Context: an optimization exercise on an open-source flow, tuned for small area and a short achievable clock period. The choices shown serve that exercise and are no tape-out recipe.
Only simulation tests tie the RTL to the original design; equivalence was not proved.
Power figures rest on the tool's default switching activity, not on a simulated workload.

## birch
==> flow/design.v (excerpt) <==
module microprocessor(clk, rst, outputPorts, inputPorts, imem_addr, imem_data, dmem_addr, dmem_we, dmem_wdata, dmem_rdata);
	input clk;
	input rst;
	input [1:0] inputPorts;
	output reg [7:0] outputPorts;
	output [7:0] imem_addr;
	input [31:0] imem_data;
	output [7:0] dmem_addr;
	output dmem_we;
	output [31:0] dmem_wdata;
	input [31:0] dmem_rdata;
	reg [7:0] pc, pc_a;
	assign imem_addr = pc;
	wire [4:0] f_rs = imem_data[25:21];
	wire [4:0] f_rt = imem_data[20:16];
	wire [31:0] f_rs_sel = 32'd1 << f_rs;
	wire [31:0] f_rt_sel = 32'd1 << f_rt;
	reg [5:0] d_op;             
	reg [15:0] d_ir;            
	reg [4:0] d_rt;
	reg [31:1] d_rs_sel, d_rt_sel;
	reg d_jump;                 
	reg [7:0] d_jt;             
	wire [5:0] d_fn = d_ir[5:0];
	wire [4:0] d_rd = d_ir[15:11];
	reg d_wr, d_load, d_store, d_branch, d_imm, d_sub;
	reg [4:0] d_res;            
	always @(*) begin
		d_wr = 1'b0; d_load = 1'b0; d_store = 1'b0; d_branch = 1'b0;
  ...
clock: 6.0 ns
lec_check: 0
cap_margin: 20
core_margin: 2
core_utilization: 40
cts_cluster_diameter: 70
cts_cluster_size: 36
place_density: 0.55
setup_slack_margin: 3.5
slew_margin: 20
synth_hierarchical: 1
standard.sh (not shown) runs the stock make flow with config.mk's settings and CLKGATE_MAP_FILE= SYNTH_SCRIPT=/design/flow/synth_recipe.tcl, a recipe that flattens the netlist after the stock synthesis.
==> flow/flow/run.sh <==
#!/bin/bash
# The standard layout, with the port buffers chosen in flow/ports.tcl (run
# just before global placement) in place of the delay cells that
# buffer_ports picks by itself.
set -euo pipefail
export DONT_BUFFER_PORTS=1
export PRE_GLOBAL_PLACE_TCL="$PWD/flow/ports.tcl"
bash standard.sh > standard.log 2>&1
==> flow/flow/ports.tcl <==
# Port buffers, placed before global placement in place of the standard
# flow's buffer_ports call: small buffers on the inputs, which have slack,
# and plain buf_4 buffers on the outputs.
buffer_ports -inputs -buffer_cell sky130_fd_sc_hd__buf_1
buffer_ports -outputs -buffer_cell sky130_fd_sc_hd__buf_4
birch ended with every stage complete and zero timing, DRC or antenna violations.
Here is what was changed in the inputs of oak compared with birch.
# birch
export LEC_CHECK = 0
export CAP_MARGIN = 20
export CORE_MARGIN = 2
export CORE_UTILIZATION = 40
export CTS_CLUSTER_DIAMETER = 70
export CTS_CLUSTER_SIZE = 36
export PLACE_DENSITY = 0.55
export SETUP_SLACK_MARGIN = 3.5
export SLEW_MARGIN = 20
export SYNTH_HIERARCHICAL = 1
create_clock -name core_clock -period 6.0 [get_ports {clk}]
# oak
export LEC_CHECK = 0
export CAP_MARGIN = 20
export CORE_MARGIN = 2
export CORE_UTILIZATION = 40
export PLACE_DENSITY = 0.55
export SETUP_SLACK_MARGIN = 3.5
export SLEW_MARGIN = 20
export SYNTH_HIERARCHICAL = 1
create_clock -name core_clock -period 6.0 [get_ports {clk}]
==> flow/flow/run.sh <==
#!/bin/bash
# The standard layout, with two changes:
# - the port buffers are chosen in flow/ports.tcl (run just before global
#   placement) in place of the delay cells that buffer_ports picks by itself;
# - clock tree synthesis clusters up to 36 flip-flops within 70 um per leaf
#   buffer and inserts no dummy loads.
set -euo pipefail
export DONT_BUFFER_PORTS=1
export PRE_GLOBAL_PLACE_TCL="$PWD/flow/ports.tcl"
export CTS_ARGS="-sink_clustering_enable -repair_clock_nets -sink_clustering_size 36 -sink_clustering_max_diameter 70 -dont_use_dummy_load"
bash standard.sh > standard.log 2>&1
## What came out
- Of birch and oak, oak shows the higher fill cell instance count of the final layout, with birch below it.
- Actual slew at the worst max-slew pin (lower): birch
- Changes observed in oak relative to birch: wire length shrank by 0.39%; power consumption down 6.3%; growth of design area from synthesis to finish lower; fmax has remained practically unchanged.
- oak against birch: area after synthesis about even, wire length of the first global-routing pass went down, critical path depth saw little to no change.
- Per the comparison of oak with birch, final cell count lost 1.4%; sequential share of layout area picked up an extra 1.2 points.

---

## build 77
Another version of the RTL of microprocessor (not shown whole).
Size: ~130 I/O pins, about 51000 um2 of cells after synthesis.
## microprocessor
module microprocessor(clk, rst, outputPorts, inputPorts, imem_addr, imem_data, dmem_addr, dmem_we, dmem_wdata, dmem_rdata);
clock: 6.0 ns
lec_check: 0
cap_margin: 20
core_margin: 2
core_utilization: 50
place_density: 0.6
setup_slack_margin: 3.5
slew_margin: 20
synth_hierarchical: 1
==> flow/flow/run.sh <==
#!/bin/bash
# The standard layout, with two changes:
# - buffer_ports puts plain buf_4 buffers on the ports, in place of the delay
#   cells it picks by itself;
# - clock tree synthesis clusters up to 32 flip-flops within 64 um per leaf
#   buffer and inserts no dummy loads.
set -euo pipefail
export BUFFER_PORTS_ARGS="-buffer_cell sky130_fd_sc_hd__buf_4"
export CTS_ARGS="-sink_clustering_enable -repair_clock_nets -sink_clustering_size 32 -sink_clustering_max_diameter 64 -dont_use_dummy_load"
bash standard.sh > standard.log 2>&1
For build 45, these inputs were changed with respect to build 77:
Settings: a change of PLACE_DENSITY from 0.6 to 0.55; a change of CORE_UTILIZATION from 50 to 40.
[summary]
Build 45 reached the end of the flow, and the finished layout is clean on the timing, DRC and antenna checks. Placeable core area deteriorates in build 45 relative to build 77. Cell area | build 45 vs build 77 | build 45 larger. On count of inserted antenna diode cells: build 45 sits below build 77. Summary of build 45 over build 77: pin count of the biggest net entering global routing roughly the same; utilization lower. Summary: with build 77 as the reference, routed via count in build 45 moved down slightly. Build 45 -> build 77: area share of buffers outside the clock network flat. Build 45 reports a higher total power than build 77 does.
For build 13, these inputs were changed with respect to build 45:
Settings: SETUP_SLACK_MARGIN changed from 3.5 to 3.65.
[summary]
- Compared build 13 against build 45; flip-flop and latch count within noise.
- Build 13 against build 45: sequential power essentially unchanged; core utilization of the finished layout higher.
- Of build 45 and build 13, the lower total of cells resized after clock tree synthesis belongs to build 45.
- Higher largest fanout of any net on the critical path goes to build 45 over build 13.
- Looking at timing endpoint of the critical path, the dmem_wdata[0] result is from build 45; the dmem_wdata[30] one comes from build 13.
- The standard cells in build 13 occupy more silicon area than those in build 45 do.
## Diff of input files: build 5 against build 13
Settings: SETUP_SLACK_MARGIN: 3.65 -> 3.5.
diff --git a/flow/flow/run.sh b/flow/flow/run.sh
--- a/flow/flow/run.sh
+++ b/flow/flow/run.sh
@@ -5 +5 @@
-# - clock tree synthesis clusters up to 32 flip-flops within 64 um per leaf
+# - clock tree synthesis clusters up to 36 flip-flops within 70 um per leaf
@@ -9 +9 @@
-export CTS_ARGS="-sink_clustering_enable -repair_clock_nets -sink_clustering_size 32 -sink_clustering_max_diameter 64 -dont_use_dummy_load"
+export CTS_ARGS="-sink_clustering_enable -repair_clock_nets -sink_clustering_size 36 -sink_clustering_max_diameter 70 -dont_use_dummy_load"
Results
The final layout from build 5, which completed every stage, passed the timing, DRC and antenna checks at the end of the flow.
In the flow results for build 13 and build 5, the met3 layer wire length in the routed design is smaller on build 13.
For build 13, the critical path endpoint was dmem_wdata[30], unlike build 5, where it was dmem_wdata[16].
Re clock tree skew after final layout: build 13 and build 5 aren't equal, and the higher value belongs to build 5.
Worst setup slack after layout deteriorates in build 5 relative to build 13.

==> re-timing with driven ports <==
No port has a modelled driver above. Below, the same layouts with a new extraction and two added sets of constraints. Step 1, drivers: a clkbuf_16 drives clk and a buf_2 each remaining input, both assumed. Step 2, shift: input delay + t, output delay - t, t = (earliest + latest rising clock arrival at the registers) / 2. This alone moves slack from input paths to output paths. Three values: ideal, step 1, step 2; two values: the first two.
| run | shift t [ns] | slack for setup (ns) | worst hold slack (ns) | slew at the worst register clock pin (ns) |
|---|---|---|---|---|
| birch | 0.764 | 3.537 / 3.466 / 3.420 | 0.337 / 0.337 / 0.337 | 0.12 / 0.12 |
| oak | 0.737 | 3.540 / 3.469 / 3.410 | 0.327 / 0.327 / 0.327 | 0.12 / 0.12 |
| build 77 | 0.736 | 3.489 / 3.416 / 3.272 | 0.327 / 0.327 / 0.327 | 0.11 / 0.11 |
| build 45 | 0.737 | 3.521 / 3.445 / 3.280 | 0.330 / 0.330 / 0.330 | 0.10 / 0.10 |
| build 13 | 0.775 | 3.547 / 3.474 / 3.416 | 0.280 / 0.280 / 0.280 | 0.10 / 0.10 |
| build 5 | 0.750 | 3.529 / 3.452 / 3.274 | 0.330 / 0.330 / 0.330 | 0.12 / 0.12 |
After both steps every run listed still meets setup and hold. For build 5, which loses most, drivers alone change the setup slack by -0.077 ns; drivers and shift together by -0.255 ns.
